Source: an optimization exercise on an open RTL-to-GDS flow (aim: small area and a short achievable clock period). Production flows keep margins and buffers that such runs may drop. Only simulation tests tie the RTL to the original design; equivalence was not proved. Power is estimated from default activity; no workload was simulated.

===== flow/flow/run.sh =====
#!/bin/bash
# Standard layout, with plain buffers (instead of delay cells) on the ports, and the
# timing repair aimed at a setup slack of 5.7 ns. The make output goes to standard.log,
# each ORFS step's full log to orfs/logs/.
set -e
export BUFFER_PORTS_ARGS="-buffer_cell sky130_fd_sc_hd__buf_1"
bash standard.sh finish SETUP_SLACK_MARGIN=5.7 > standard.log 2>&1

===== flow/standard.sh =====
#!/bin/bash
# synth_recipe.tcl (not shown) runs the flow's synth.tcl, then flattens the netlist and writes it again
# the make line also repeats each setting of config.mk as NAME=value (left out here)
make -C /OpenROAD-flow-scripts/flow DESIGN_CONFIG=/design/flow/config.mk WORK_HOME=/design/flow/orfs CLKGATE_MAP_FILE= SYNTH_SCRIPT=/design/flow/synth_recipe.tcl "${@:-finish}"

===== flow/config.mk =====
export PLATFORM = sky130hd
export DESIGN_NAME = sigmoid9slices
export DESIGN_NICKNAME = sigmoid9slices
export VERILOG_FILES = /design/flow/design.v
export SDC_FILE = /design/flow/constraint.sdc
export NUM_CORES = 4
export LEC_CHECK = 0
export ABC_AREA = 1
export CAP_MARGIN = 20
export CORE_MARGIN = 2
export CORE_UTILIZATION = 70
export SETUP_SLACK_MARGIN = 5
export SLEW_MARGIN = 20
export TNS_END_PERCENT = 0

===== flow/constraint.sdc =====
create_clock -name core_clock -period 8.0 [get_ports {clk}]
set_input_delay 1.6000 -clock core_clock [delete_from_list [all_inputs] [get_ports {clk}]]
set_output_delay 1.6000 -clock core_clock [all_outputs]
set_load 0.01 [all_outputs]

===== flow/design.v =====
`timescale 1ns / 1ps
module sigmoid9slices (
    input wire clk,
    input wire rst_n,
    input wire signed [15:0] x0_in,
    input wire signed [15:0] x1_in,
    input wire valid_in,
    output reg signed [15:0] y0_out,
    output reg signed [15:0] y1_out,
    output reg valid_out
);
    reg v1, v2;
    always @(posedge clk or negedge rst_n)
        if (!rst_n) begin v1 <= 1'b0; v2 <= 1'b0; valid_out <= 1'b0; end
        else begin v1 <= valid_in; v2 <= v1; valid_out <= v2; end
    function [4:0] thr(input [14:0] u);
        reg lo155, lo2ab, g1, g2, g3, g4, g5;
        begin
            lo155 = u[9] | (u[8] & u[7]) | (u[8] & u[6] & (u[5] | (u[4] & u[3]) | (u[4] & u[2] & (u[1] | u[0]))));
            lo2ab = u[10] | (u[9] & u[8]) | (u[9] & u[7] & (u[6] | (u[5] & u[4]) | (u[5] & u[3] & (u[2] | (u[1] & u[0])))));
            g2 = u[14] | u[13] | u[12];
            g5 = u[14] | (u[13] & u[12]);
            g1 = g2 | u[11] | (u[10] & lo155);
            g3 = u[14] | u[13] | (u[12] & u[11] & lo2ab);
            g4 = u[14] | (u[13] & (u[12] | u[11] | (u[10] & lo155)));
            thr = {g5, g4, g3, g2, g1};
        end
    endfunction
    function [5:0] dec(input [15:0] x);
        reg [14:0] u;
        reg g1, g2, g3, g4, g5;
        reg [4:0] gp, gn;
        begin
            u = x[14:0];
            gp = thr(u);
            gn = thr(~u);
            {g5, g4, g3, g2, g1} = x[15] ? gn : gp;
            dec = {g5, ~g1, g1 & ~g2, g2 & ~g3, g3 & ~g4, g4 & ~g5};
        end
    endfunction
    reg [12:0] a0, a1;   
    reg [5:0] c0, c1;
    always @(posedge clk) begin
        a0 <= {x0_in[15], x0_in[11:0]}; a1 <= {x1_in[15], x1_in[11:0]};
        c0 <= dec(x0_in); c1 <= dec(x1_in);
    end
    wire [10:0] xr0 = a0[10:0];
    wire [10:0] xn0 = ~a0[10:0];
    wire sat0 = c0[5];
    wire r0_0_0 = (c0[0] & xr0[0]) | (c0[1] & xn0[0]);
    wire r0_0_1 = c0[1];
    wire r0_1_0 = ((c0[0] | c0[2] | c0[3]) & xr0[0]) | (c0[1] & xn0[1]) | (c0[4] & xn0[0]);
    wire r0_1_1 = (c0[0] & xr0[1]) | c0[4];
    wire r0_2_0 = ((c0[0] | c0[2] | c0[3]) & xr0[1]) | (c0[1] & xn0[2]) | (c0[4] & xn0[1]);
    wire r0_2_1 = (c0[0] & xr0[2]);
    wire r0_3_0 = ((c0[0] | c0[2] | c0[3]) & xr0[2]) | (c0[1] & xn0[3]) | (c0[4] & xn0[2]);
    wire r0_3_1 = ((c0[0] | c0[1]) & xr0[0]);
    wire r0_3_2 = (c0[0] & xr0[3]);
    wire r0_4_0 = ((c0[0] | c0[2] | c0[3]) & xr0[3]) | (c0[1] & xn0[4]) | (c0[4] & xn0[0]);
    wire r0_4_1 = ((c0[0] | c0[1]) & xr0[1]) | (c0[3] & xr0[0]) | c0[4];
    wire r0_4_2 = (c0[0] & xr0[4]) | (c0[4] & xn0[3]);
    wire r0_5_0 = ((c0[0] | c0[2] | c0[3]) & xr0[4]) | (c0[1] & xr0[0]) | (c0[4] & xn0[1]);
    wire r0_5_1 = ((c0[0] | c0[1]) & xr0[2]) | (c0[3] & xr0[1]) | (c0[4] & xn0[4]);
    wire r0_5_2 = (c0[0] & xr0[5]) | (c0[1] & xn0[5]);
    wire r0_6_0 = ((c0[0] | c0[2] | c0[3]) & xr0[5]) | (c0[1] & xr0[1]) | (c0[4] & xn0[2]);
    wire r0_6_1 = ((c0[0] | c0[1]) & xr0[3]) | (c0[3] & xr0[0]) | (c0[4] & xn0[5]);
    wire r0_6_2 = (c0[0] & xr0[6]) | (c0[1] & xn0[6]) | (c0[3] & xr0[2]);
    wire r0_7_0 = ((c0[0] | c0[2] | c0[3]) & xr0[6]) | (c0[1] & xr0[2]) | (c0[4] & xn0[3]);
    wire r0_7_1 = ((c0[0] | c0[1]) & xr0[4]) | (c0[2] & xr0[0]) | (c0[3] & xr0[1]) | (c0[4] & xn0[6]);
    wire r0_7_2 = (c0[0] & xr0[7]) | (c0[1] & xn0[7]) | (c0[3] & xr0[3]);
    wire r0_8_0 = ((c0[0] | c0[2] | c0[3]) & xr0[7]) | (c0[1] & xr0[3]) | (c0[4] & xn0[4]);
    wire r0_8_1 = ((c0[0] | c0[1]) & xr0[5]) | (c0[2] & xr0[1]) | (c0[3] & xr0[0]) | (c0[4] & xn0[7]);
    wire r0_8_2 = (c0[0] & xr0[8]) | (c0[1] & xn0[8]) | (c0[3] & xr0[2]);
    wire r0_8_3 = (c0[3] & xr0[4]);
    wire r0_9_0 = ((c0[0] | c0[2] | c0[3]) & xr0[8]) | (c0[1] & xr0[4]) | (c0[4] & xr0[0]);
    wire r0_9_1 = ((c0[0] | c0[1]) & xr0[6]) | (c0[2] & xr0[2]) | (c0[3] & xr0[1]) | (c0[4] & xn0[5]);
    wire r0_9_2 = (c0[0] & xr0[9]) | (c0[1] & xn0[9]) | (c0[3] & xr0[3]) | (c0[4] & xn0[8]);
    wire r0_9_3 = (c0[3] & xr0[5]);
    wire r0_10_0 = ((c0[0] | c0[2] | c0[3]) & xr0[9]) | (c0[1] & xr0[5]) | (c0[4] & xr0[1]);
    wire r0_10_1 = ((c0[0] | c0[1]) & xr0[7]) | (c0[2] & xr0[3]) | (c0[3] & xr0[2]) | (c0[4] & xn0[6]);
    wire r0_10_2 = (c0[0] & xr0[10]) | (c0[1] & xn0[10]) | (c0[3] & xr0[4]) | (c0[4] & xn0[9]);
    wire r0_10_3 = (c0[3] & xr0[6]);
    wire r0_11_0 = ((c0[0] | c0[1]) & xr0[8]) | (c0[2] & xr0[4]) | (c0[3] & xr0[3]) | (c0[4] & xr0[2]) | (sat0 & (a0[12] | ~a0[12]));
    wire r0_11_1 = ((c0[0] | c0[2]) & xr0[10]) | (c0[1] & xr0[6]) | (c0[3] & xr0[5]) | (c0[4] & xn0[7]);
    wire r0_11_2 = ((c0[0] | c0[1]) & ((a0[12] & a0[11]) | (~a0[12] & a0[11]))) | c0[2] | (c0[3] & xr0[7]) | (c0[4] & xn0[10]);
    wire r0_11_3 = (c0[3] & ((a0[12] & ~a0[11] & a0[10]) | (~a0[12] & ~a0[11] & a0[10]) | (~a0[12] & a0[11] & a0[10])));
    wire r0_12_0 = ((c0[0] | c0[1]) & xr0[9]) | (c0[2] & xr0[5]) | (c0[3] & xr0[4]) | (c0[4] & xr0[3]) | (sat0 & (~a0[12]));
    wire r0_12_1 = (c0[0] & ((a0[12] & ~a0[11]) | (~a0[12] & a0[11]))) | (c0[1] & xr0[7]) | (c0[2] & ((a0[12] & a0[11]) | (~a0[12] & ~a0[11]))) | (c0[3] & xr0[6]) | (c0[4] & xn0[8]);
    wire r0_12_2 = (c0[1] & ((a0[12] & a0[11]) | (a0[12] & ~a0[11]))) | (c0[3] & xr0[8]) | (c0[4] & ((~a0[12] & ~a0[11])));
    wire r0_12_3 = (c0[3] & ((a0[12] & a0[11] & ~a0[10]) | (~a0[12] & a0[11] & ~a0[10]) | (~a0[12] & a0[11] & a0[10])));
    wire r0_13_0 = ((c0[0] | c0[1]) & xr0[10]) | (c0[2] & xr0[6]) | (c0[3] & xr0[5]) | (c0[4] & xr0[4]) | (sat0 & (a0[12]));
    wire r0_13_1 = (c0[0] & ((a0[12] & a0[11]))) | (c0[1] & xr0[8]) | (c0[2] & ((~a0[12] & a0[11]))) | (c0[3] & xr0[7]) | (c0[4] & xn0[9]);
    wire r0_13_2 = (c0[1] & ((~a0[12] & a0[11]) | (~a0[12] & ~a0[11]))) | (c0[3] & xr0[9]) | (c0[4] & ((~a0[12] & ~a0[11])));
    wire r0_13_3 = (c0[3] & ((a0[12] & ~a0[11] & ~a0[10]) | (a0[12] & ~a0[11] & a0[10]) | (a0[12] & a0[11] & ~a0[10])));
    wire r0_14_0 = (c0[0] & ((a0[12] & a0[11]) | (~a0[12] & ~a0[11]))) | (c0[1] & xr0[9]) | (c0[2] & xr0[7]) | (c0[3] & xr0[6]) | (c0[4] & xr0[5]) | (sat0 & (~a0[12]));
    wire r0_14_1 = (c0[1] & ((a0[12] & ~a0[11]) | (~a0[12] & a0[11]))) | (c0[2] & ((~a0[12] & ~a0[11]) | (~a0[12] & a0[11]))) | (c0[3] & xr0[8]) | (c0[4] & xn0[10]);
    wire r0_14_2 = (c0[3] & xr0[10]) | (c0[4] & ((~a0[12] & ~a0[11])));
    wire r0_14_3 = (c0[3] & ((~a0[12] & ~a0[11] & a0[10]) | (~a0[12] & a0[11] & ~a0[10]) | (~a0[12] & a0[11] & a0[10])));
    wire r0_15_0 = (c0[0] & ((~a0[12] & a0[11]))) | (c0[1] & xr0[10]) | (c0[2] & xr0[8]) | (c0[3] & xr0[7]) | (c0[4] & xr0[6]) | (sat0 & (~a0[12]));
    wire r0_15_1 = (c0[1] & ((~a0[12] & ~a0[11]))) | (c0[2] & ((a0[12] & ~a0[11]) | (a0[12] & a0[11]))) | (c0[3] & xr0[9]);
    wire r0_15_2 = (c0[3] & ((a0[12] & ~a0[11] & ~a0[10]) | (a0[12] & ~a0[11] & a0[10]) | (~a0[12] & a0[11] & ~a0[10]) | (~a0[12] & a0[11] & a0[10])));
    wire r0_16_0 = (c0[0] & ((~a0[12] & ~a0[11]) | (~a0[12] & a0[11]))) | (c0[1] & ((a0[12] & ~a0[11]) | (~a0[12] & a0[11]))) | (c0[2] & xr0[9]) | (c0[3] & xr0[8]) | (c0[4] & xr0[7]) | (sat0 & (~a0[12]));
    wire r0_16_1 = (c0[2] & ((a0[12] & ~a0[11]) | (a0[12] & a0[11]))) | (c0[3] & xr0[10]) | (c0[4] & ((~a0[12] & ~a0[11])));
    wire r0_16_2 = (c0[3] & ((a0[12] & ~a0[11] & ~a0[10]) | (a0[12] & ~a0[11] & a0[10]) | (~a0[12] & ~a0[11] & a0[10]) | (~a0[12] & a0[11] & ~a0[10]) | (~a0[12] & a0[11] & a0[10])));
    wire r0_17_0 = (c0[0] & ((~a0[12] & ~a0[11]) | (~a0[12] & a0[11]))) | ((c0[1] | c0[4]) & ((~a0[12] & ~a0[11]))) | (c0[2] & xr0[10]) | (c0[3] & xr0[9]) | (sat0 & (~a0[12]));
    wire r0_17_1 = (c0[2] & ((a0[12] & ~a0[11]) | (a0[12] & a0[11]))) | (c0[3] & ((a0[12] & ~a0[11] & ~a0[10]) | (a0[12] & ~a0[11] & a0[10]) | (a0[12] & a0[11] & ~a0[10]) | (~a0[12] & ~a0[11] & a0[10]))) | (c0[4] & xr0[8]);
    wire r0_18_0 = (c0[0] & ((~a0[12] & ~a0[11]) | (~a0[12] & a0[11]))) | (c0[1] & ((~a0[12] & a0[11]) | (~a0[12] & ~a0[11]))) | (c0[2] & ((a0[12] & ~a0[11]) | (~a0[12] & a0[11]))) | (c0[3] & xr0[10]) | (c0[4] & xr0[9]) | (sat0 & (~a0[12]));
    wire r0_18_1 = (c0[3] & ((a0[12] & ~a0[11] & ~a0[10]) | (a0[12] & ~a0[11] & a0[10]) | (~a0[12] & a0[11] & ~a0[10]) | (~a0[12] & a0[11] & a0[10]))) | (c0[4] & ((~a0[12] & ~a0[11])));
    wire r0_19_0 = (c0[0] & ((~a0[12] & ~a0[11]) | (~a0[12] & a0[11]))) | (c0[1] & ((~a0[12] & a0[11]) | (~a0[12] & ~a0[11]))) | (c0[2] & ((a0[12] & ~a0[11]) | (~a0[12] & ~a0[11]) | (~a0[12] & a0[11]))) | (c0[3] & ((~a0[12] & a0[11] & ~a0[10]) | (~a0[12] & a0[11] & a0[10]))) | (c0[4] & xr0[10]) | (sat0 & (~a0[12]));
    wire r0_19_1 = (c0[4] & ((~a0[12] & ~a0[11])));
    wire r0_20_0 = (c0[0] & ((~a0[12] & ~a0[11]) | (~a0[12] & a0[11]))) | (c0[1] & ((~a0[12] & a0[11]) | (~a0[12] & ~a0[11]))) | (c0[2] & ((a0[12] & ~a0[11]) | (~a0[12] & ~a0[11]) | (~a0[12] & a0[11]))) | (c0[3] & ((a0[12] & a0[11] & ~a0[10]))) | c0[4] | (sat0 & (~a0[12]));
    wire r0_21_0 = (c0[0] & ((~a0[12] & ~a0[11]) | (~a0[12] & a0[11]))) | (c0[1] & ((~a0[12] & a0[11]) | (~a0[12] & ~a0[11]))) | (c0[2] & ((a0[12] & ~a0[11]) | (~a0[12] & ~a0[11]) | (~a0[12] & a0[11]))) | (c0[3] & ((~a0[12] & ~a0[11] & a0[10]) | (~a0[12] & a0[11] & ~a0[10]) | (~a0[12] & a0[11] & a0[10]))) | (sat0 & (~a0[12]));
    wire h0_1s = r0_8_0 ^ r0_8_1;
    wire h0_1c = r0_8_0 & r0_8_1;
    wire f0_2s = r0_9_0 ^ r0_9_1 ^ r0_9_2;
    wire f0_2c = (r0_9_0 & r0_9_1) | (r0_9_0 & r0_9_2) | (r0_9_1 & r0_9_2);
    wire f0_3s = r0_10_0 ^ r0_10_1 ^ r0_10_2;
    wire f0_3c = (r0_10_0 & r0_10_1) | (r0_10_0 & r0_10_2) | (r0_10_1 & r0_10_2);
    wire f0_4s = r0_11_0 ^ r0_11_1 ^ r0_11_2;
    wire f0_4c = (r0_11_0 & r0_11_1) | (r0_11_0 & r0_11_2) | (r0_11_1 & r0_11_2);
    wire f0_5s = r0_12_0 ^ r0_12_1 ^ r0_12_2;
    wire f0_5c = (r0_12_0 & r0_12_1) | (r0_12_0 & r0_12_2) | (r0_12_1 & r0_12_2);
    wire f0_6s = r0_13_0 ^ r0_13_1 ^ r0_13_2;
    wire f0_6c = (r0_13_0 & r0_13_1) | (r0_13_0 & r0_13_2) | (r0_13_1 & r0_13_2);
    wire f0_7s = r0_14_0 ^ r0_14_1 ^ r0_14_2;
    wire f0_7c = (r0_14_0 & r0_14_1) | (r0_14_0 & r0_14_2) | (r0_14_1 & r0_14_2);
    wire h0_8s = r0_15_0 ^ r0_15_1;
    wire h0_8c = r0_15_0 & r0_15_1;
    wire h0_9s = r0_16_0 ^ r0_16_1;
    wire h0_9c = r0_16_0 & r0_16_1;
    wire h0_10s = r0_3_0 ^ r0_3_1;
    wire h0_10c = r0_3_0 & r0_3_1;
    wire f0_11s = r0_4_0 ^ r0_4_1 ^ r0_4_2;
    wire f0_11c = (r0_4_0 & r0_4_1) | (r0_4_0 & r0_4_2) | (r0_4_1 & r0_4_2);
    wire f0_12s = r0_5_0 ^ r0_5_1 ^ r0_5_2;
    wire f0_12c = (r0_5_0 & r0_5_1) | (r0_5_0 & r0_5_2) | (r0_5_1 & r0_5_2);
    wire f0_13s = r0_6_0 ^ r0_6_1 ^ r0_6_2;
    wire f0_13c = (r0_6_0 & r0_6_1) | (r0_6_0 & r0_6_2) | (r0_6_1 & r0_6_2);
    wire f0_14s = r0_7_0 ^ r0_7_1 ^ r0_7_2;
    wire f0_14c = (r0_7_0 & r0_7_1) | (r0_7_0 & r0_7_2) | (r0_7_1 & r0_7_2);
    wire f0_15s = r0_8_2 ^ r0_8_3 ^ h0_1s;
    wire f0_15c = (r0_8_2 & r0_8_3) | (r0_8_2 & h0_1s) | (r0_8_3 & h0_1s);
    wire f0_16s = r0_9_3 ^ h0_1c ^ f0_2s;
    wire f0_16c = (r0_9_3 & h0_1c) | (r0_9_3 & f0_2s) | (h0_1c & f0_2s);
    wire f0_17s = r0_10_3 ^ f0_2c ^ f0_3s;
    wire f0_17c = (r0_10_3 & f0_2c) | (r0_10_3 & f0_3s) | (f0_2c & f0_3s);
    wire f0_18s = r0_11_3 ^ f0_3c ^ f0_4s;
    wire f0_18c = (r0_11_3 & f0_3c) | (r0_11_3 & f0_4s) | (f0_3c & f0_4s);
    wire f0_19s = r0_12_3 ^ f0_4c ^ f0_5s;
    wire f0_19c = (r0_12_3 & f0_4c) | (r0_12_3 & f0_5s) | (f0_4c & f0_5s);
    wire f0_20s = r0_13_3 ^ f0_5c ^ f0_6s;
    wire f0_20c = (r0_13_3 & f0_5c) | (r0_13_3 & f0_6s) | (f0_5c & f0_6s);
    wire f0_21s = r0_14_3 ^ f0_6c ^ f0_7s;
    wire f0_21c = (r0_14_3 & f0_6c) | (r0_14_3 & f0_7s) | (f0_6c & f0_7s);
    wire f0_22s = r0_15_2 ^ f0_7c ^ h0_8s;
    wire f0_22c = (r0_15_2 & f0_7c) | (r0_15_2 & h0_8s) | (f0_7c & h0_8s);
    wire f0_23s = r0_16_2 ^ h0_8c ^ h0_9s;
    wire f0_23c = (r0_16_2 & h0_8c) | (r0_16_2 & h0_9s) | (h0_8c & h0_9s);
    wire f0_24s = r0_17_0 ^ r0_17_1 ^ h0_9c;
    wire f0_24c = (r0_17_0 & r0_17_1) | (r0_17_0 & h0_9c) | (r0_17_1 & h0_9c);
    wire h0_25s = r0_18_0 ^ r0_18_1;
    wire h0_25c = r0_18_0 & r0_18_1;
    wire h0_26s = r0_19_0 ^ r0_19_1;
    wire h0_26c = r0_19_0 & r0_19_1;
    wire lg0_27 = (r0_1_0 & r0_1_1) | ((r0_1_0 | r0_1_1) & (r0_0_0 & r0_0_1));
    wire lp0_27 = (r0_1_0 | r0_1_1) & (r0_0_0 | r0_0_1);
    wire lg0_28 = (r0_3_2 & h0_10s) | ((r0_3_2 | h0_10s) & (r0_2_0 & r0_2_1));
    wire lp0_28 = (r0_3_2 | h0_10s) & (r0_2_0 | r0_2_1);
    wire lg0_29 = (f0_11c & f0_12s) | ((f0_11c | f0_12s) & (h0_10c & f0_11s));
    wire lp0_29 = (f0_11c | f0_12s) & (h0_10c | f0_11s);
    wire lg0_30 = lg0_28 | (lp0_28 & lg0_27);
    wire lp0_30 = lp0_28 & lp0_27;
    wire lg0_31 = lg0_29 | (lp0_29 & lg0_30);
    wire lp0_31 = lp0_29 & lp0_30;
    wire lg0_32 = (f0_13c & f0_14s) | ((f0_13c | f0_14s) & (f0_12c & f0_13s));
    wire lp0_32 = (f0_13c | f0_14s) & (f0_12c | f0_13s);
    wire lg0_33 = (f0_15c & f0_16s) | ((f0_15c | f0_16s) & (f0_14c & f0_15s));
    wire lp0_33 = (f0_15c | f0_16s) & (f0_14c | f0_15s);
    wire lg0_34 = lg0_33 | (lp0_33 & lg0_32);
    wire lp0_34 = lp0_33 & lp0_32;
    wire lg0_35 = (f0_16c & f0_17s) | ((f0_16c | f0_17s) & lg0_34);
    wire lp0_35 = (f0_16c | f0_17s) & lp0_34;
    reg [10:0] sa0, sb0;
    reg lgl0, lgh0, lph0;   
    wire lc0 = lgh0 | (lph0 & lgl0);
    always @(posedge clk) begin
        sa0 <= {r0_21_0, r0_20_0, h0_25c, f0_24c, f0_23c, f0_22c, f0_21c, f0_20c, f0_19c, f0_18c, f0_17c};
        sb0 <= {1'b0, h0_26c, h0_26s, h0_25s, f0_24s, f0_23s, f0_22s, f0_21s, f0_20s, f0_19s, f0_18s};
        lgl0 <= lg0_31; lgh0 <= lg0_35; lph0 <= lp0_35;
    end
    wire [10:0] ys0;
    wire ys0_p0 = (sa0[0] ^ sb0[0]);
    wire ys0_p1 = (sa0[1] ^ sb0[1]);
    wire ys0_p2 = (sa0[2] ^ sb0[2]);
    wire ys0_p3 = (sa0[3] ^ sb0[3]);
    wire ys0_p4 = (sa0[4] ^ sb0[4]);
    wire ys0_p5 = (sa0[5] ^ sb0[5]);
    wire ys0_p6 = (sa0[6] ^ sb0[6]);
    wire ys0_p7 = (sa0[7] ^ sb0[7]);
    wire ys0_p8 = (sa0[8] ^ sb0[8]);
    wire ys0_p9 = (sa0[9] ^ sb0[9]);
    wire ys0_p10 = (sa0[10] ^ sb0[10]);
    wire ys0_g0 = (sa0[0] & sb0[0]) | (ys0_p0 & lc0);
    wire ys0_g1 = (sa0[1] & sb0[1]);
    wire ys0_g2 = (sa0[2] & sb0[2]);
    wire ys0_g3 = (sa0[3] & sb0[3]);
    wire ys0_g4 = (sa0[4] & sb0[4]);
    wire ys0_g5 = (sa0[5] & sb0[5]);
    wire ys0_g6 = (sa0[6] & sb0[6]);
    wire ys0_g7 = (sa0[7] & sb0[7]);
    wire ys0_g8 = (sa0[8] & sb0[8]);
    wire ys0_g9 = (sa0[9] & sb0[9]);
    wire ys0_g10 = (sa0[10] & sb0[10]);
    wire ys0_G36 = ys0_g1 | (ys0_p1 & ys0_g0);
    wire ys0_P36 = ys0_p1 & ys0_p0;
    wire ys0_G37 = ys0_g3 | (ys0_p3 & ys0_g2);
    wire ys0_P37 = ys0_p3 & ys0_p2;
    wire ys0_G38 = ys0_g5 | (ys0_p5 & ys0_g4);
    wire ys0_P38 = ys0_p5 & ys0_p4;
    wire ys0_G39 = ys0_g7 | (ys0_p7 & ys0_g6);
    wire ys0_P39 = ys0_p7 & ys0_p6;
    wire ys0_G40 = ys0_g9 | (ys0_p9 & ys0_g8);
    wire ys0_P40 = ys0_p9 & ys0_p8;
    wire ys0_G41 = ys0_G37 | (ys0_P37 & ys0_G36);
    wire ys0_P41 = ys0_P37 & ys0_P36;
    wire ys0_G42 = ys0_G39 | (ys0_P39 & ys0_G38);
    wire ys0_P42 = ys0_P39 & ys0_P38;
    wire ys0_G43 = ys0_G42 | (ys0_P42 & ys0_G41);
    wire ys0_P43 = ys0_P42 & ys0_P41;
    wire ys0_G44 = ys0_G38 | (ys0_P38 & ys0_G41);
    wire ys0_P44 = ys0_P38 & ys0_P41;
    wire ys0_G45 = ys0_G40 | (ys0_P40 & ys0_G43);
    wire ys0_P45 = ys0_P40 & ys0_P43;
    wire ys0_G46 = ys0_g2 | (ys0_p2 & ys0_G36);
    wire ys0_P46 = ys0_p2 & ys0_P36;
    wire ys0_G47 = ys0_g4 | (ys0_p4 & ys0_G41);
    wire ys0_P47 = ys0_p4 & ys0_P41;
    wire ys0_G48 = ys0_g6 | (ys0_p6 & ys0_G44);
    wire ys0_P48 = ys0_p6 & ys0_P44;
    wire ys0_G49 = ys0_g8 | (ys0_p8 & ys0_G43);
    wire ys0_P49 = ys0_p8 & ys0_P43;
    wire ys0_G50 = ys0_g10 | (ys0_p10 & ys0_G45);
    wire ys0_P50 = ys0_p10 & ys0_P45;
    assign ys0[0] = ys0_p0 ^ lc0;
    assign ys0[1] = ys0_p1 ^ ys0_g0;
    assign ys0[2] = ys0_p2 ^ ys0_G36;
    assign ys0[3] = ys0_p3 ^ ys0_G46;
    assign ys0[4] = ys0_p4 ^ ys0_G41;
    assign ys0[5] = ys0_p5 ^ ys0_G47;
    assign ys0[6] = ys0_p6 ^ ys0_G44;
    assign ys0[7] = ys0_p7 ^ ys0_G48;
    assign ys0[8] = ys0_p8 ^ ys0_G43;
    assign ys0[9] = ys0_p9 ^ ys0_G49;
    assign ys0[10] = ys0_p10 ^ ys0_G45;
    always @(posedge clk) y0_out <= {5'b0, ys0};
    wire [10:0] xr1 = a1[10:0];
    wire [10:0] xn1 = ~a1[10:0];
    wire sat1 = c1[5];
    wire r1_0_0 = (c1[0] & xr1[0]) | (c1[1] & xn1[0]);
    wire r1_0_1 = c1[1];
    wire r1_1_0 = ((c1[0] | c1[2] | c1[3]) & xr1[0]) | (c1[1] & xn1[1]) | (c1[4] & xn1[0]);
    wire r1_1_1 = (c1[0] & xr1[1]) | c1[4];
    wire r1_2_0 = ((c1[0] | c1[2] | c1[3]) & xr1[1]) | (c1[1] & xn1[2]) | (c1[4] & xn1[1]);
    wire r1_2_1 = (c1[0] & xr1[2]);
    wire r1_3_0 = ((c1[0] | c1[2] | c1[3]) & xr1[2]) | (c1[1] & xn1[3]) | (c1[4] & xn1[2]);
    wire r1_3_1 = ((c1[0] | c1[1]) & xr1[0]);
    wire r1_3_2 = (c1[0] & xr1[3]);
    wire r1_4_0 = ((c1[0] | c1[2] | c1[3]) & xr1[3]) | (c1[1] & xn1[4]) | (c1[4] & xn1[0]);
    wire r1_4_1 = ((c1[0] | c1[1]) & xr1[1]) | (c1[3] & xr1[0]) | c1[4];
    wire r1_4_2 = (c1[0] & xr1[4]) | (c1[4] & xn1[3]);
    wire r1_5_0 = ((c1[0] | c1[2] | c1[3]) & xr1[4]) | (c1[1] & xr1[0]) | (c1[4] & xn1[1]);
    wire r1_5_1 = ((c1[0] | c1[1]) & xr1[2]) | (c1[3] & xr1[1]) | (c1[4] & xn1[4]);
    wire r1_5_2 = (c1[0] & xr1[5]) | (c1[1] & xn1[5]);
    wire r1_6_0 = ((c1[0] | c1[2] | c1[3]) & xr1[5]) | (c1[1] & xr1[1]) | (c1[4] & xn1[2]);
    wire r1_6_1 = ((c1[0] | c1[1]) & xr1[3]) | (c1[3] & xr1[0]) | (c1[4] & xn1[5]);
    wire r1_6_2 = (c1[0] & xr1[6]) | (c1[1] & xn1[6]) | (c1[3] & xr1[2]);
    wire r1_7_0 = ((c1[0] | c1[2] | c1[3]) & xr1[6]) | (c1[1] & xr1[2]) | (c1[4] & xn1[3]);
    wire r1_7_1 = ((c1[0] | c1[1]) & xr1[4]) | (c1[2] & xr1[0]) | (c1[3] & xr1[1]) | (c1[4] & xn1[6]);
    wire r1_7_2 = (c1[0] & xr1[7]) | (c1[1] & xn1[7]) | (c1[3] & xr1[3]);
    wire r1_8_0 = ((c1[0] | c1[2] | c1[3]) & xr1[7]) | (c1[1] & xr1[3]) | (c1[4] & xn1[4]);
    wire r1_8_1 = ((c1[0] | c1[1]) & xr1[5]) | (c1[2] & xr1[1]) | (c1[3] & xr1[0]) | (c1[4] & xn1[7]);
    wire r1_8_2 = (c1[0] & xr1[8]) | (c1[1] & xn1[8]) | (c1[3] & xr1[2]);
    wire r1_8_3 = (c1[3] & xr1[4]);
    wire r1_9_0 = ((c1[0] | c1[2] | c1[3]) & xr1[8]) | (c1[1] & xr1[4]) | (c1[4] & xr1[0]);
    wire r1_9_1 = ((c1[0] | c1[1]) & xr1[6]) | (c1[2] & xr1[2]) | (c1[3] & xr1[1]) | (c1[4] & xn1[5]);
    wire r1_9_2 = (c1[0] & xr1[9]) | (c1[1] & xn1[9]) | (c1[3] & xr1[3]) | (c1[4] & xn1[8]);
    wire r1_9_3 = (c1[3] & xr1[5]);
    wire r1_10_0 = ((c1[0] | c1[2] | c1[3]) & xr1[9]) | (c1[1] & xr1[5]) | (c1[4] & xr1[1]);
    wire r1_10_1 = ((c1[0] | c1[1]) & xr1[7]) | (c1[2] & xr1[3]) | (c1[3] & xr1[2]) | (c1[4] & xn1[6]);
    wire r1_10_2 = (c1[0] & xr1[10]) | (c1[1] & xn1[10]) | (c1[3] & xr1[4]) | (c1[4] & xn1[9]);
    wire r1_10_3 = (c1[3] & xr1[6]);
    wire r1_11_0 = ((c1[0] | c1[1]) & xr1[8]) | (c1[2] & xr1[4]) | (c1[3] & xr1[3]) | (c1[4] & xr1[2]) | (sat1 & (a1[12] | ~a1[12]));
    wire r1_11_1 = ((c1[0] | c1[2]) & xr1[10]) | (c1[1] & xr1[6]) | (c1[3] & xr1[5]) | (c1[4] & xn1[7]);
    wire r1_11_2 = ((c1[0] | c1[1]) & ((a1[12] & a1[11]) | (~a1[12] & a1[11]))) | c1[2] | (c1[3] & xr1[7]) | (c1[4] & xn1[10]);
    wire r1_11_3 = (c1[3] & ((a1[12] & ~a1[11] & a1[10]) | (~a1[12] & ~a1[11] & a1[10]) | (~a1[12] & a1[11] & a1[10])));
    wire r1_12_0 = ((c1[0] | c1[1]) & xr1[9]) | (c1[2] & xr1[5]) | (c1[3] & xr1[4]) | (c1[4] & xr1[3]) | (sat1 & (~a1[12]));
    wire r1_12_1 = (c1[0] & ((a1[12] & ~a1[11]) | (~a1[12] & a1[11]))) | (c1[1] & xr1[7]) | (c1[2] & ((a1[12] & a1[11]) | (~a1[12] & ~a1[11]))) | (c1[3] & xr1[6]) | (c1[4] & xn1[8]);
    wire r1_12_2 = (c1[1] & ((a1[12] & a1[11]) | (a1[12] & ~a1[11]))) | (c1[3] & xr1[8]) | (c1[4] & ((~a1[12] & ~a1[11])));
    wire r1_12_3 = (c1[3] & ((a1[12] & a1[11] & ~a1[10]) | (~a1[12] & a1[11] & ~a1[10]) | (~a1[12] & a1[11] & a1[10])));
    wire r1_13_0 = ((c1[0] | c1[1]) & xr1[10]) | (c1[2] & xr1[6]) | (c1[3] & xr1[5]) | (c1[4] & xr1[4]) | (sat1 & (a1[12]));
    wire r1_13_1 = (c1[0] & ((a1[12] & a1[11]))) | (c1[1] & xr1[8]) | (c1[2] & ((~a1[12] & a1[11]))) | (c1[3] & xr1[7]) | (c1[4] & xn1[9]);
    wire r1_13_2 = (c1[1] & ((~a1[12] & a1[11]) | (~a1[12] & ~a1[11]))) | (c1[3] & xr1[9]) | (c1[4] & ((~a1[12] & ~a1[11])));
    wire r1_13_3 = (c1[3] & ((a1[12] & ~a1[11] & ~a1[10]) | (a1[12] & ~a1[11] & a1[10]) | (a1[12] & a1[11] & ~a1[10])));
    wire r1_14_0 = (c1[0] & ((a1[12] & a1[11]) | (~a1[12] & ~a1[11]))) | (c1[1] & xr1[9]) | (c1[2] & xr1[7]) | (c1[3] & xr1[6]) | (c1[4] & xr1[5]) | (sat1 & (~a1[12]));
    wire r1_14_1 = (c1[1] & ((a1[12] & ~a1[11]) | (~a1[12] & a1[11]))) | (c1[2] & ((~a1[12] & ~a1[11]) | (~a1[12] & a1[11]))) | (c1[3] & xr1[8]) | (c1[4] & xn1[10]);
    wire r1_14_2 = (c1[3] & xr1[10]) | (c1[4] & ((~a1[12] & ~a1[11])));
    wire r1_14_3 = (c1[3] & ((~a1[12] & ~a1[11] & a1[10]) | (~a1[12] & a1[11] & ~a1[10]) | (~a1[12] & a1[11] & a1[10])));
    wire r1_15_0 = (c1[0] & ((~a1[12] & a1[11]))) | (c1[1] & xr1[10]) | (c1[2] & xr1[8]) | (c1[3] & xr1[7]) | (c1[4] & xr1[6]) | (sat1 & (~a1[12]));
    wire r1_15_1 = (c1[1] & ((~a1[12] & ~a1[11]))) | (c1[2] & ((a1[12] & ~a1[11]) | (a1[12] & a1[11]))) | (c1[3] & xr1[9]);
    wire r1_15_2 = (c1[3] & ((a1[12] & ~a1[11] & ~a1[10]) | (a1[12] & ~a1[11] & a1[10]) | (~a1[12] & a1[11] & ~a1[10]) | (~a1[12] & a1[11] & a1[10])));
    wire r1_16_0 = (c1[0] & ((~a1[12] & ~a1[11]) | (~a1[12] & a1[11]))) | (c1[1] & ((a1[12] & ~a1[11]) | (~a1[12] & a1[11]))) | (c1[2] & xr1[9]) | (c1[3] & xr1[8]) | (c1[4] & xr1[7]) | (sat1 & (~a1[12]));
    wire r1_16_1 = (c1[2] & ((a1[12] & ~a1[11]) | (a1[12] & a1[11]))) | (c1[3] & xr1[10]) | (c1[4] & ((~a1[12] & ~a1[11])));
    wire r1_16_2 = (c1[3] & ((a1[12] & ~a1[11] & ~a1[10]) | (a1[12] & ~a1[11] & a1[10]) | (~a1[12] & ~a1[11] & a1[10]) | (~a1[12] & a1[11] & ~a1[10]) | (~a1[12] & a1[11] & a1[10])));
    wire r1_17_0 = (c1[0] & ((~a1[12] & ~a1[11]) | (~a1[12] & a1[11]))) | ((c1[1] | c1[4]) & ((~a1[12] & ~a1[11]))) | (c1[2] & xr1[10]) | (c1[3] & xr1[9]) | (sat1 & (~a1[12]));
    wire r1_17_1 = (c1[2] & ((a1[12] & ~a1[11]) | (a1[12] & a1[11]))) | (c1[3] & ((a1[12] & ~a1[11] & ~a1[10]) | (a1[12] & ~a1[11] & a1[10]) | (a1[12] & a1[11] & ~a1[10]) | (~a1[12] & ~a1[11] & a1[10]))) | (c1[4] & xr1[8]);
    wire r1_18_0 = (c1[0] & ((~a1[12] & ~a1[11]) | (~a1[12] & a1[11]))) | (c1[1] & ((~a1[12] & a1[11]) | (~a1[12] & ~a1[11]))) | (c1[2] & ((a1[12] & ~a1[11]) | (~a1[12] & a1[11]))) | (c1[3] & xr1[10]) | (c1[4] & xr1[9]) | (sat1 & (~a1[12]));
    wire r1_18_1 = (c1[3] & ((a1[12] & ~a1[11] & ~a1[10]) | (a1[12] & ~a1[11] & a1[10]) | (~a1[12] & a1[11] & ~a1[10]) | (~a1[12] & a1[11] & a1[10]))) | (c1[4] & ((~a1[12] & ~a1[11])));
    wire r1_19_0 = (c1[0] & ((~a1[12] & ~a1[11]) | (~a1[12] & a1[11]))) | (c1[1] & ((~a1[12] & a1[11]) | (~a1[12] & ~a1[11]))) | (c1[2] & ((a1[12] & ~a1[11]) | (~a1[12] & ~a1[11]) | (~a1[12] & a1[11]))) | (c1[3] & ((~a1[12] & a1[11] & ~a1[10]) | (~a1[12] & a1[11] & a1[10]))) | (c1[4] & xr1[10]) | (sat1 & (~a1[12]));
    wire r1_19_1 = (c1[4] & ((~a1[12] & ~a1[11])));
    wire r1_20_0 = (c1[0] & ((~a1[12] & ~a1[11]) | (~a1[12] & a1[11]))) | (c1[1] & ((~a1[12] & a1[11]) | (~a1[12] & ~a1[11]))) | (c1[2] & ((a1[12] & ~a1[11]) | (~a1[12] & ~a1[11]) | (~a1[12] & a1[11]))) | (c1[3] & ((a1[12] & a1[11] & ~a1[10]))) | c1[4] | (sat1 & (~a1[12]));
    wire r1_21_0 = (c1[0] & ((~a1[12] & ~a1[11]) | (~a1[12] & a1[11]))) | (c1[1] & ((~a1[12] & a1[11]) | (~a1[12] & ~a1[11]))) | (c1[2] & ((a1[12] & ~a1[11]) | (~a1[12] & ~a1[11]) | (~a1[12] & a1[11]))) | (c1[3] & ((~a1[12] & ~a1[11] & a1[10]) | (~a1[12] & a1[11] & ~a1[10]) | (~a1[12] & a1[11] & a1[10]))) | (sat1 & (~a1[12]));
    wire h1_51s = r1_8_0 ^ r1_8_1;
    wire h1_51c = r1_8_0 & r1_8_1;
    wire f1_52s = r1_9_0 ^ r1_9_1 ^ r1_9_2;
    wire f1_52c = (r1_9_0 & r1_9_1) | (r1_9_0 & r1_9_2) | (r1_9_1 & r1_9_2);
    wire f1_53s = r1_10_0 ^ r1_10_1 ^ r1_10_2;
    wire f1_53c = (r1_10_0 & r1_10_1) | (r1_10_0 & r1_10_2) | (r1_10_1 & r1_10_2);
    wire f1_54s = r1_11_0 ^ r1_11_1 ^ r1_11_2;
    wire f1_54c = (r1_11_0 & r1_11_1) | (r1_11_0 & r1_11_2) | (r1_11_1 & r1_11_2);
    wire f1_55s = r1_12_0 ^ r1_12_1 ^ r1_12_2;
    wire f1_55c = (r1_12_0 & r1_12_1) | (r1_12_0 & r1_12_2) | (r1_12_1 & r1_12_2);
    wire f1_56s = r1_13_0 ^ r1_13_1 ^ r1_13_2;
    wire f1_56c = (r1_13_0 & r1_13_1) | (r1_13_0 & r1_13_2) | (r1_13_1 & r1_13_2);
    wire f1_57s = r1_14_0 ^ r1_14_1 ^ r1_14_2;
    wire f1_57c = (r1_14_0 & r1_14_1) | (r1_14_0 & r1_14_2) | (r1_14_1 & r1_14_2);
    wire h1_58s = r1_15_0 ^ r1_15_1;
    wire h1_58c = r1_15_0 & r1_15_1;
    wire h1_59s = r1_16_0 ^ r1_16_1;
    wire h1_59c = r1_16_0 & r1_16_1;
    wire h1_60s = r1_3_0 ^ r1_3_1;
    wire h1_60c = r1_3_0 & r1_3_1;
    wire f1_61s = r1_4_0 ^ r1_4_1 ^ r1_4_2;
    wire f1_61c = (r1_4_0 & r1_4_1) | (r1_4_0 & r1_4_2) | (r1_4_1 & r1_4_2);
    wire f1_62s = r1_5_0 ^ r1_5_1 ^ r1_5_2;
    wire f1_62c = (r1_5_0 & r1_5_1) | (r1_5_0 & r1_5_2) | (r1_5_1 & r1_5_2);
    wire f1_63s = r1_6_0 ^ r1_6_1 ^ r1_6_2;
    wire f1_63c = (r1_6_0 & r1_6_1) | (r1_6_0 & r1_6_2) | (r1_6_1 & r1_6_2);
    wire f1_64s = r1_7_0 ^ r1_7_1 ^ r1_7_2;
    wire f1_64c = (r1_7_0 & r1_7_1) | (r1_7_0 & r1_7_2) | (r1_7_1 & r1_7_2);
    wire f1_65s = r1_8_2 ^ r1_8_3 ^ h1_51s;
    wire f1_65c = (r1_8_2 & r1_8_3) | (r1_8_2 & h1_51s) | (r1_8_3 & h1_51s);
    wire f1_66s = r1_9_3 ^ h1_51c ^ f1_52s;
    wire f1_66c = (r1_9_3 & h1_51c) | (r1_9_3 & f1_52s) | (h1_51c & f1_52s);
    wire f1_67s = r1_10_3 ^ f1_52c ^ f1_53s;
    wire f1_67c = (r1_10_3 & f1_52c) | (r1_10_3 & f1_53s) | (f1_52c & f1_53s);
    wire f1_68s = r1_11_3 ^ f1_53c ^ f1_54s;
    wire f1_68c = (r1_11_3 & f1_53c) | (r1_11_3 & f1_54s) | (f1_53c & f1_54s);
    wire f1_69s = r1_12_3 ^ f1_54c ^ f1_55s;
    wire f1_69c = (r1_12_3 & f1_54c) | (r1_12_3 & f1_55s) | (f1_54c & f1_55s);
    wire f1_70s = r1_13_3 ^ f1_55c ^ f1_56s;
    wire f1_70c = (r1_13_3 & f1_55c) | (r1_13_3 & f1_56s) | (f1_55c & f1_56s);
    wire f1_71s = r1_14_3 ^ f1_56c ^ f1_57s;
    wire f1_71c = (r1_14_3 & f1_56c) | (r1_14_3 & f1_57s) | (f1_56c & f1_57s);
    wire f1_72s = r1_15_2 ^ f1_57c ^ h1_58s;
    wire f1_72c = (r1_15_2 & f1_57c) | (r1_15_2 & h1_58s) | (f1_57c & h1_58s);
    wire f1_73s = r1_16_2 ^ h1_58c ^ h1_59s;
    wire f1_73c = (r1_16_2 & h1_58c) | (r1_16_2 & h1_59s) | (h1_58c & h1_59s);
    wire f1_74s = r1_17_0 ^ r1_17_1 ^ h1_59c;
    wire f1_74c = (r1_17_0 & r1_17_1) | (r1_17_0 & h1_59c) | (r1_17_1 & h1_59c);
    wire h1_75s = r1_18_0 ^ r1_18_1;
    wire h1_75c = r1_18_0 & r1_18_1;
    wire h1_76s = r1_19_0 ^ r1_19_1;
    wire h1_76c = r1_19_0 & r1_19_1;
    wire lg1_77 = (r1_1_0 & r1_1_1) | ((r1_1_0 | r1_1_1) & (r1_0_0 & r1_0_1));
    wire lp1_77 = (r1_1_0 | r1_1_1) & (r1_0_0 | r1_0_1);
    wire lg1_78 = (r1_3_2 & h1_60s) | ((r1_3_2 | h1_60s) & (r1_2_0 & r1_2_1));
    wire lp1_78 = (r1_3_2 | h1_60s) & (r1_2_0 | r1_2_1);
    wire lg1_79 = (f1_61c & f1_62s) | ((f1_61c | f1_62s) & (h1_60c & f1_61s));
    wire lp1_79 = (f1_61c | f1_62s) & (h1_60c | f1_61s);
    wire lg1_80 = lg1_78 | (lp1_78 & lg1_77);
    wire lp1_80 = lp1_78 & lp1_77;
    wire lg1_81 = lg1_79 | (lp1_79 & lg1_80);
    wire lp1_81 = lp1_79 & lp1_80;
    wire lg1_82 = (f1_63c & f1_64s) | ((f1_63c | f1_64s) & (f1_62c & f1_63s));
    wire lp1_82 = (f1_63c | f1_64s) & (f1_62c | f1_63s);
    wire lg1_83 = (f1_65c & f1_66s) | ((f1_65c | f1_66s) & (f1_64c & f1_65s));
    wire lp1_83 = (f1_65c | f1_66s) & (f1_64c | f1_65s);
    wire lg1_84 = lg1_83 | (lp1_83 & lg1_82);
    wire lp1_84 = lp1_83 & lp1_82;
    wire lg1_85 = (f1_66c & f1_67s) | ((f1_66c | f1_67s) & lg1_84);
    wire lp1_85 = (f1_66c | f1_67s) & lp1_84;
    reg [10:0] sa1, sb1;
    reg lgl1, lgh1, lph1;   
    wire lc1 = lgh1 | (lph1 & lgl1);
    always @(posedge clk) begin
        sa1 <= {r1_21_0, r1_20_0, h1_75c, f1_74c, f1_73c, f1_72c, f1_71c, f1_70c, f1_69c, f1_68c, f1_67c};
        sb1 <= {1'b0, h1_76c, h1_76s, h1_75s, f1_74s, f1_73s, f1_72s, f1_71s, f1_70s, f1_69s, f1_68s};
        lgl1 <= lg1_81; lgh1 <= lg1_85; lph1 <= lp1_85;
    end
    wire [10:0] ys1;
    wire ys1_p0 = (sa1[0] ^ sb1[0]);
    wire ys1_p1 = (sa1[1] ^ sb1[1]);
    wire ys1_p2 = (sa1[2] ^ sb1[2]);
    wire ys1_p3 = (sa1[3] ^ sb1[3]);
    wire ys1_p4 = (sa1[4] ^ sb1[4]);
    wire ys1_p5 = (sa1[5] ^ sb1[5]);
    wire ys1_p6 = (sa1[6] ^ sb1[6]);
    wire ys1_p7 = (sa1[7] ^ sb1[7]);
    wire ys1_p8 = (sa1[8] ^ sb1[8]);
    wire ys1_p9 = (sa1[9] ^ sb1[9]);
    wire ys1_p10 = (sa1[10] ^ sb1[10]);
    wire ys1_g0 = (sa1[0] & sb1[0]) | (ys1_p0 & lc1);
    wire ys1_g1 = (sa1[1] & sb1[1]);
    wire ys1_g2 = (sa1[2] & sb1[2]);
    wire ys1_g3 = (sa1[3] & sb1[3]);
    wire ys1_g4 = (sa1[4] & sb1[4]);
    wire ys1_g5 = (sa1[5] & sb1[5]);
    wire ys1_g6 = (sa1[6] & sb1[6]);
    wire ys1_g7 = (sa1[7] & sb1[7]);
    wire ys1_g8 = (sa1[8] & sb1[8]);
    wire ys1_g9 = (sa1[9] & sb1[9]);
    wire ys1_g10 = (sa1[10] & sb1[10]);
    wire ys1_G86 = ys1_g1 | (ys1_p1 & ys1_g0);
    wire ys1_P86 = ys1_p1 & ys1_p0;
    wire ys1_G87 = ys1_g3 | (ys1_p3 & ys1_g2);
    wire ys1_P87 = ys1_p3 & ys1_p2;
    wire ys1_G88 = ys1_g5 | (ys1_p5 & ys1_g4);
    wire ys1_P88 = ys1_p5 & ys1_p4;
    wire ys1_G89 = ys1_g7 | (ys1_p7 & ys1_g6);
    wire ys1_P89 = ys1_p7 & ys1_p6;
    wire ys1_G90 = ys1_g9 | (ys1_p9 & ys1_g8);
    wire ys1_P90 = ys1_p9 & ys1_p8;
    wire ys1_G91 = ys1_G87 | (ys1_P87 & ys1_G86);
    wire ys1_P91 = ys1_P87 & ys1_P86;
    wire ys1_G92 = ys1_G89 | (ys1_P89 & ys1_G88);
    wire ys1_P92 = ys1_P89 & ys1_P88;
    wire ys1_G93 = ys1_G92 | (ys1_P92 & ys1_G91);
    wire ys1_P93 = ys1_P92 & ys1_P91;
    wire ys1_G94 = ys1_G88 | (ys1_P88 & ys1_G91);
    wire ys1_P94 = ys1_P88 & ys1_P91;
    wire ys1_G95 = ys1_G90 | (ys1_P90 & ys1_G93);
    wire ys1_P95 = ys1_P90 & ys1_P93;
    wire ys1_G96 = ys1_g2 | (ys1_p2 & ys1_G86);
    wire ys1_P96 = ys1_p2 & ys1_P86;
    wire ys1_G97 = ys1_g4 | (ys1_p4 & ys1_G91);
    wire ys1_P97 = ys1_p4 & ys1_P91;
    wire ys1_G98 = ys1_g6 | (ys1_p6 & ys1_G94);
    wire ys1_P98 = ys1_p6 & ys1_P94;
    wire ys1_G99 = ys1_g8 | (ys1_p8 & ys1_G93);
    wire ys1_P99 = ys1_p8 & ys1_P93;
    wire ys1_G100 = ys1_g10 | (ys1_p10 & ys1_G95);
    wire ys1_P100 = ys1_p10 & ys1_P95;
    assign ys1[0] = ys1_p0 ^ lc1;
    assign ys1[1] = ys1_p1 ^ ys1_g0;
    assign ys1[2] = ys1_p2 ^ ys1_G86;
    assign ys1[3] = ys1_p3 ^ ys1_G96;
    assign ys1[4] = ys1_p4 ^ ys1_G91;
    assign ys1[5] = ys1_p5 ^ ys1_G97;
    assign ys1[6] = ys1_p6 ^ ys1_G94;
    assign ys1[7] = ys1_p7 ^ ys1_G98;
    assign ys1[8] = ys1_p8 ^ ys1_G93;
    assign ys1[9] = ys1_p9 ^ ys1_G99;
    assign ys1[10] = ys1_p10 ^ ys1_G95;
    always @(posedge clk) y1_out <= {5'b0, ys1};
endmodule

==> results of run 1 <==
-- logic make-up (layout without fill, tap and decap cells) --
logic type      after synthesis  after routing  synth area share
fa+ha+maj                    90             90             0.217
flops                       111            111             0.321
compound gates              182            182             0.171
buf+inv                     169            236             0.108
xor+xnor                      8              8            0.0100
other cells                   1             10          0.000538
simple gates                290            290             0.172
-- flip-flops by register name, indices dropped and copies added (netlist names) --
name       flops
a0            13
a1            13
sa0           11
sa1           11
y0_out        11
y1_out        11
sb0           10
sb1           10
c0             6
c1             6
lgh0           1
lgh1           1
lgl0           1
lgl1           1
lph0           1
lph1           1
v1             1
v2             1
valid_out      1
-- cell type report --
| type | instances | area share |
|---|---|---|
| sequential | 111 | 0.292 |
| clock buffer | 12 | 0.0210 |
| multi-input combinational | 580 | 0.533 |
| tap | 133 | 0.0212 |
| inverter | 135 | 0.0688 |
| clock inverter | 4 | 0.00430 |
| timing repair buffer | 85 | 0.0599 |
-- layer usage --
| metal | up-vias | part of all wire |
|---|---|---|
| li1 | 2908 | - |
| met1 | 2883 | 0.41 |
| met4 | 0 | 0.028 |
| met3 | 66 | 0.090 |
| met2 | 420 | 0.47 |
| met5 | - | 0 |
-- how the worst max path moves through the flow --
stage | from | to | slack, ps | depth (start not counted)
final | c1[4] | lgh1 | 5520 | 10
after global routing | a1[5] | lgh1 | 5460 | 11
after CTS | valid_out | valid_out | 5500 | 1
after detailed placement | c1[1] | sb1[2] | 5030 | 6
after global placement | c1[1] | lgh1 | 5190 | 10
after floorplan | c0[4] | lgh0 | 5650 | 10
-- where the power goes --
group | leakage, nW | internal [mW] | total [mW] | switching (mW)
Sequential | 0.945 | 0.687 | 0.759 | 0.0720
Combinational | 2.87 | 0.280 | 0.697 | 0.417
Clock | 0.100 | 0.142 | 0.328 | 0.186
Total | 3.92 | 1.11 | 1.78 | 0.675
-- metrics by stage --
stage / setup WS, ps / util / instances / hold slack, ps
2_1_floorplan: 5650 / - / 860 / 331
3_3_place_gp: 5190 / 0.735 / 1016 / 344
3_5_place_dp: 5030 / 0.735 / 1016 / 347
4_1_cts: 5500 / 0.774 / 1042 / 374
5_1_grt: 5460 / 0.808 / 1060 / 382
6_report: 5520 / 0.808 / 1060 / 366
-- worst reg2reg max path, cell delays in order (launching register included) --
cell	delay, ps
dfxtp_4	460
inv_6	110
o2111ai_1	300
fa_1	490
inv_2	70
fa_1	460
nand2_1	120
nand2_1	80
a21oi_2	140
a21oi_1	80
a21oi_1	120
-- synthesized netlist by cell type, types with 4 or more instances --
library cell    n  area (µm²)
o21a_1          6        45.0
o22ai_1        16         100
o21ai_0        45         225
nor2_1         54         203
a2111oi_2       9         135
fa_1           52        1040
inv_1         123         462
dfxtp_1       108        2160
a211oi_1        6        45.0
o211ai_1       10        75.1
nand2_1       191         717
buf_6           7        78.8
o221ai_1        8        70.1
nand3_1        22         110
nor3_1          8        40.0
buf_4          12        90.1
a21oi_1        54         270
inv_2          10        37.5
a221oi_1        4        35.0
a21o_1          6        45.0
ha_1           38         475
xor2_1          6        52.6
buf_2          13        65.1
o2111ai_1       8        70.1
-- repair_timing --
action                     CTS  global route
gates resized for setup     31            53
buffers inserted            10            18
hold buffers                 0             0
pin swaps                    1            14
setup endpoints to repair   52            56
==> impl_metrics.py, run 1 <==
metrics = {
    "status": {
        "outcome": "complete, no violations",
    },
    "finish": {
        "layout-drive-gt1-share": 0.128,
        "regArea_mm2": 0.00229,
        "final_area_mm2": 0.00786,
        "multi_input_area_mm2": 0.00419,
        "final_nets": 1047,
        "synthToLayoutAreaGrowth_pct": 12.6,
        "fillCellCount": 646,
        "final_common_cell": "nand2_1",
        "antenna_cells": 0,
        "most-common-layout-cells": "nand2_1, inv_1, dfxtp_1",
    },
    "floorplanning": {
        "coreArea_mm2": 0.00973,
        "chipHeight_um": 104,
        "rows": 36,
        "ios": 68,
        "die_area_mm2": 0.0108,
        "initial_utilization": 0.717,
        "die_w_um": 104,
    },
    "place": {
        "port_buffers": 57,
        "place.gp.congestion": 0.998,
        "dp_hpwl_um": 13300,
        "dpl_cell_area_mm2": 0.00715,
    },
    "sta": {
        "worst_pin_slew_ps": 552,
        "finalMaxSlewViolations": 0,
        "period_share": 0.310,
        "finalSetupViolCount": 0,
        "max_slew_margin": 0.631,
        "period_needed_ps": 2480,
        "hold_viol": 0,
        "fmax_ghz": 0.403,
        "tns_ps": 0,
        "rsz0062_at_grt": "true",
        "clock_skew_ps": 10.6,
    },
    "global_routing": {
        "gr-max-usage-layer": "met2",
        "grt.met1_usage": 0.442,
        "grt_pass1_vias": 5975,
        "met3_usage": 0.0793,
        "grt_usage": 0.331,
        "grt_max_degree": 22,
        "grt_first_pass_wirelength_um": 28700,
        "grt_use_met2": 0.539,
        "antenna_found_initial": 0,
        "grt_overflow": 0,
    },
    "setup_path": {
        "rr_startpoint": "c1[4]",
        "critPathBufInv": 2,
        "critPathKind": "register to register",
        "r2r_end": "lgh1",
        "worst_path_max_delay_cell": "fa_1",
        "path_cells": "inv_6 -> o2111ai_1 -> fa_1 -> inv_2 -> fa_1 -> nand2_1 -> nand2_1 -> a21oi_2 -> a21oi_1 -> a21oi_1",
        "critical_path.top_delay_family": "adder cells",
        "cp.arrival_ps": 2800,
        "cp-start-kind": "register",
        "reg2reg_depth": 10,
        "path_max_fanout": 21,
        "crit_required_ps": 8320,
        "end_kind": "register",
        "max_stage_delay_ps": 490,
        "reg2reg_slack_ps": 5520,
    },
    "power_and_ir_drop": {
        "p_total_mw": 1.78,
        "ir_worst_vdd_v": 0.000180,
        "pwr_density_cell_mw_per_mm2": 227,
        "power.leakage_nw": 3.92,
    },
    "yosys": {
        "synth-async-reset-ratio": 0.0270,
        "ys_warn_count": 1,
        "postSynthAreaPerCell_um2": 8.20,
        "netlist_area_mm2": 0.00698,
        "synth_cell_types": 45,
        "ys_ff_latch": 111,
        "synth_edf_count": 0,
        "synth_cells": 851,
        "synthFlopType": "dfxtp_1",
        "yosysSeqAreaShare": 0.321,
    },
    "drt": {
        "drc": 0,
        "wl_per_cell_um": 17.0,
        "drtAntennaViolNets": 0,
        "drt_iter0_drc": 733,
        "via_count": 6277,
        "wl_um": 18100,
        "drt-pass1-iter-count": 5,
        "vias_per_cell": 5.92,
    },
    "clock_tree": {
        "root_buffer": "clkbuf_8",
        "cts-buffers-inserted": 9,
        "clock-sinks": 111,
        "clkTransAtPathRegs_ps": 90,
        "cts_max_level": 3,
        "cts_tree": "yes",
        "clockBufferDepth": 2,
        "clk_latency_ps": 380,
    },
    "flow_run": {
        "maxCapViolCount": 0,
    },
    "worst_hold_path": {
        "whs_path_depth": 0,
        "worstHoldEndpoint": "v2",
        "worstHoldStart": "v1",
        "hold_path_class": "register to register",
    },
}
==> inputs of run 2 (changes only) <==
==> flow/flow/run.sh (replaced) <==
#!/bin/bash
# Standard layout, with plain buffers (instead of delay cells) on the ports, and the
# timing repair aimed at a setup slack of 5.6 ns. The make output goes to standard.log,
# each ORFS step's full log to orfs/logs/.
set -e
export BUFFER_PORTS_ARGS="-buffer_cell sky130_fd_sc_hd__buf_2"
bash standard.sh finish SETUP_SLACK_MARGIN=5.6 > standard.log 2>&1
--- a/flow/config.mk
+++ b/flow/config.mk
@@ -8,7 +8,7 @@
 export ABC_AREA = 1
 export CAP_MARGIN = 20
 export CORE_MARGIN = 2
-export CORE_UTILIZATION = 70
+export CORE_UTILIZATION = 50
 export SETUP_SLACK_MARGIN = 5
 export SLEW_MARGIN = 20
 export TNS_END_PERCENT = 0
==> run 2 against run 1 <==
  * Still clean on timing, DRC and antenna
  * Total power up 3.3%
  * Wire length decreased by 1.2%
  * Setup slack improved by 29 ps
  * Cell count grew 4.8%
  * Hold slack lost 2.0 ps
  * Sequential power fell by 0.5%
  * Register-to-register slack improved by 30 ps
  * Synthesized area is the same
  * Non-clock buffer count up 5
  * Clock power rose by 23%
  * Fmax grew 1.2%
  * Die area is 38% higher
  * Highest routed layer unchanged
==> impl_metrics.py, run 2 <==
metrics = {
    "setup_path": {
        "path_max_fanout": 10,
        "critPathKind": "register to register",
        "cp-start-kind": "register",
        "end_kind": "register",
        "crit_required_ps": 8240,
        "cp.arrival_ps": 2690,
    },
    "power_and_ir_drop": {
        "pwr_density_cell_mw_per_mm2": 228,
        "p_total_mw": 1.84,
        "power.leakage_nw": 4.11,
        "ir_worst_vdd_v": 0.000116,
    },
    "global_routing": {
        "grt_max_degree": 22,
        "grt_usage": 0.245,
        "grt_overflow": 0,
        "grt_first_pass_wirelength_um": 28500,
        "grt_pass1_vias": 5862,
        "antenna_found_initial": 0,
    },
    "floorplanning": {
        "ios": 68,
        "coreArea_mm2": 0.0138,
        "rows": 43,
        "die_area_mm2": 0.0149,
        "die_w_um": 122,
        "initial_utilization": 0.507,
        "chipHeight_um": 122,
    },
    "clock_tree": {
        "clockBufferDepth": 2,
        "root_buffer": "clkbuf_16",
        "clkTransAtPathRegs_ps": 70,
        "hold_buffers": 0,
        "cts_max_level": 3,
        "cts-buffers-inserted": 9,
        "clock-sinks": 111,
        "clk_latency_ps": 340,
        "cts_tree": "yes",
    },
    "finish": {
        "final_nets": 1052,
        "most-common-layout-cells": "nand2_1, inv_1, dfxtp_1",
        "synthToLayoutAreaGrowth_pct": 15.6,
        "layout-drive-gt1-share": 0.199,
        "fillCellCount": 1289,
        "final_common_cell": "nand2_1",
        "antenna_cells": 0,
        "reg_top3": "a0: 13 flops, a1: 13 flops",
    },
    "drt": {
        "wl_per_cell_um": 16.1,
        "drtAntennaViolNets": 0,
        "drc": 0,
        "met2_length_um": 8130,
        "wl_um": 17800,
        "top_layer": "met4",
        "wl_met1_um": 8360,
        "drt-pass1-iter-count": 5,
        "drt_iter0_drc": 446,
        "via_count": 6021,
        "vias_per_cell": 5.42,
        "wl_met3_um": 1020,
    },
    "yosys": {
        "synth_top_cells_by_area": "dfxtp_1, fa_1, nand2_1, ha_1, inv_1",
        "synth_cells": 851,
        "synth_top_area_share": 0.310,
        "netlist_area_mm2": 0.00698,
        "synth_top_cell_by_area": "dfxtp_1",
        "synth_cell_types": 45,
        "yosysSeqAreaShare": 0.321,
        "ys_warn_count": 1,
        "synth-async-reset-ratio": 0.0270,
        "ys_ff_latch": 111,
        "synthMostInstantiatedCell": "nand2_1",
        "synth_edf_count": 0,
        "postSynthAreaPerCell_um2": 8.20,
        "synth_commonest_cells": "nand2_1, inv_1, dfxtp_1",
        "synthFlopType": "dfxtp_1",
    },
    "status": {
        "outcome": "complete, no violations",
    },
    "sta": {
        "fmax_ghz": 0.407,
        "max_slew_margin": 0.583,
        "clock_skew_ps": 4.84,
        "hold_viol": 0,
        "worst_pin_slew_ps": 609,
        "whs_ps": 364,
        "finalSetupViolCount": 0,
        "rsz0062_at_grt": "true",
        "period_needed_ps": 2450,
        "finalMaxSlewViolations": 0,
        "finalWorstSetupSlack_ps": 5550,
        "tns_ps": 0,
        "period_share": 0.307,
    },
    "worst_hold_path": {
        "hold_path_class": "register to register",
    },
    "place": {
        "place_ws_ps": 5010,
        "place.gp.congestion": 0.933,
        "dp_hpwl_um": 13600,
        "port_buffers": 57,
    },
    "flow_run": {
        "maxCapViolCount": 0,
    },
}
## run 2: cell counts after synthesis
Identical to the previous run, type by type.
## run 2: critical path, cell delays in order (launching register included)
cell      delay (ps)
dfxtp_2          510
inv_4            130
nor2_1           210
a211oi_2          90
fa_1             500
fa_1             560
buf_4            130
nand2_1           50
and3_1           170
## run 2: layout make-up
cell class              instances  area [µm²]  share of cell area
clock buffers                   9         225              0.0279
repair buffers                 90         543              0.0673
clock inverters                 6        50.0             0.00620
inverters                     135         534              0.0662
multi-input cells             580        4190               0.520
flip-flops and latches        111        2300               0.285
well taps                     180         225              0.0279
## run 2: repair_timing
action	CTS	global route
setup endpoints to repair	32	38
setup buffers	15	18
pin swaps	3	15
gates cloned	0	0
resized for setup	36	46
## run 2: kinds of logic (layout without fill, tap and decap cells)
| family | count (synthesis) | after routing | synth area share |
|---|---|---|---|
| other cells | 1 | 10 | 0.000538 |
| buf+inv | 169 | 240 | 0.108 |
| simple gates | 290 | 290 | 0.172 |
| fa+ha+maj | 90 | 90 | 0.217 |
| xor+xnor | 8 | 8 | 0.0100 |
| compound gates | 182 | 182 | 0.171 |
| flops | 111 | 111 | 0.321 |
## run 2: final timing paths
kind	cells after the start	start	to	slack (ps)
hold / removal	0	v2	valid_out	360
hold reg to reg	0	v2	valid_out	360
setup reg to reg	8	c0[4]	lph0	5550
setup / recovery	8	c0[4]	lph0	5550
min in group asynchronous	1	rst_n	v2	1040
max in group asynchronous	1	rst_n	v1	6860
## run 2: per-layer routing
metal,vias up,track usage
li1,2903,-
met1,2868,0.342
met2,218,0.385
met3,32,0.0417
met4,0,0.0855
met5,-,0
## run 2: stage by stage
| step | utilization | cells | area (µm²) |
|---|---|---|---|
| final | 0.586 | 1111 | 8070 |
| after floorplan | - | 860 | 7010 |
| after detailed placement | 0.529 | 1063 | 7280 |
| after CTS | 0.564 | 1093 | 7770 |
| after global routing | 0.586 | 1111 | 8070 |
| after global placement | 0.529 | 1063 | 7280 |
## run 2: report_power, final
part           switching (mW)  internal (mW)  leakage (nW)
clock                   0.194          0.211         0.130
combinational           0.391          0.291          3.03
sequential             0.0679          0.687         0.945
total                   0.653           1.19          4.11

==> static timing again, ports no longer ideal <==
In the flow no input, the clock included, has a driving cell. The finished layouts below were timed again as built, in two steps. Step 1 sets driving cells, clkbuf_16 on the clock port and buf_2 on the other inputs (assumed; they add their load-dependent delay and slew). Step 2, shift: input delay + t, output delay - t, t = (earliest + latest rising clock arrival at the registers) / 2. This alone moves slack from input paths to output paths. Three values: no drivers, after step 1, after step 2; two values: the first two.
run | t, ns | setup slack, ns | slew at the worst register clock pin (ns)
run 1 | 0.416 | 5.517 / 5.494 / 5.344 | 0.10 / 0.10
run 2 | 0.389 | 5.546 / 5.511 / 5.401 | 0.07 / 0.07
After both steps every run listed still meets setup and hold. The setup slack of run 1, which loses most, moves by -0.023 ns with the drivers and by -0.173 ns with both steps.
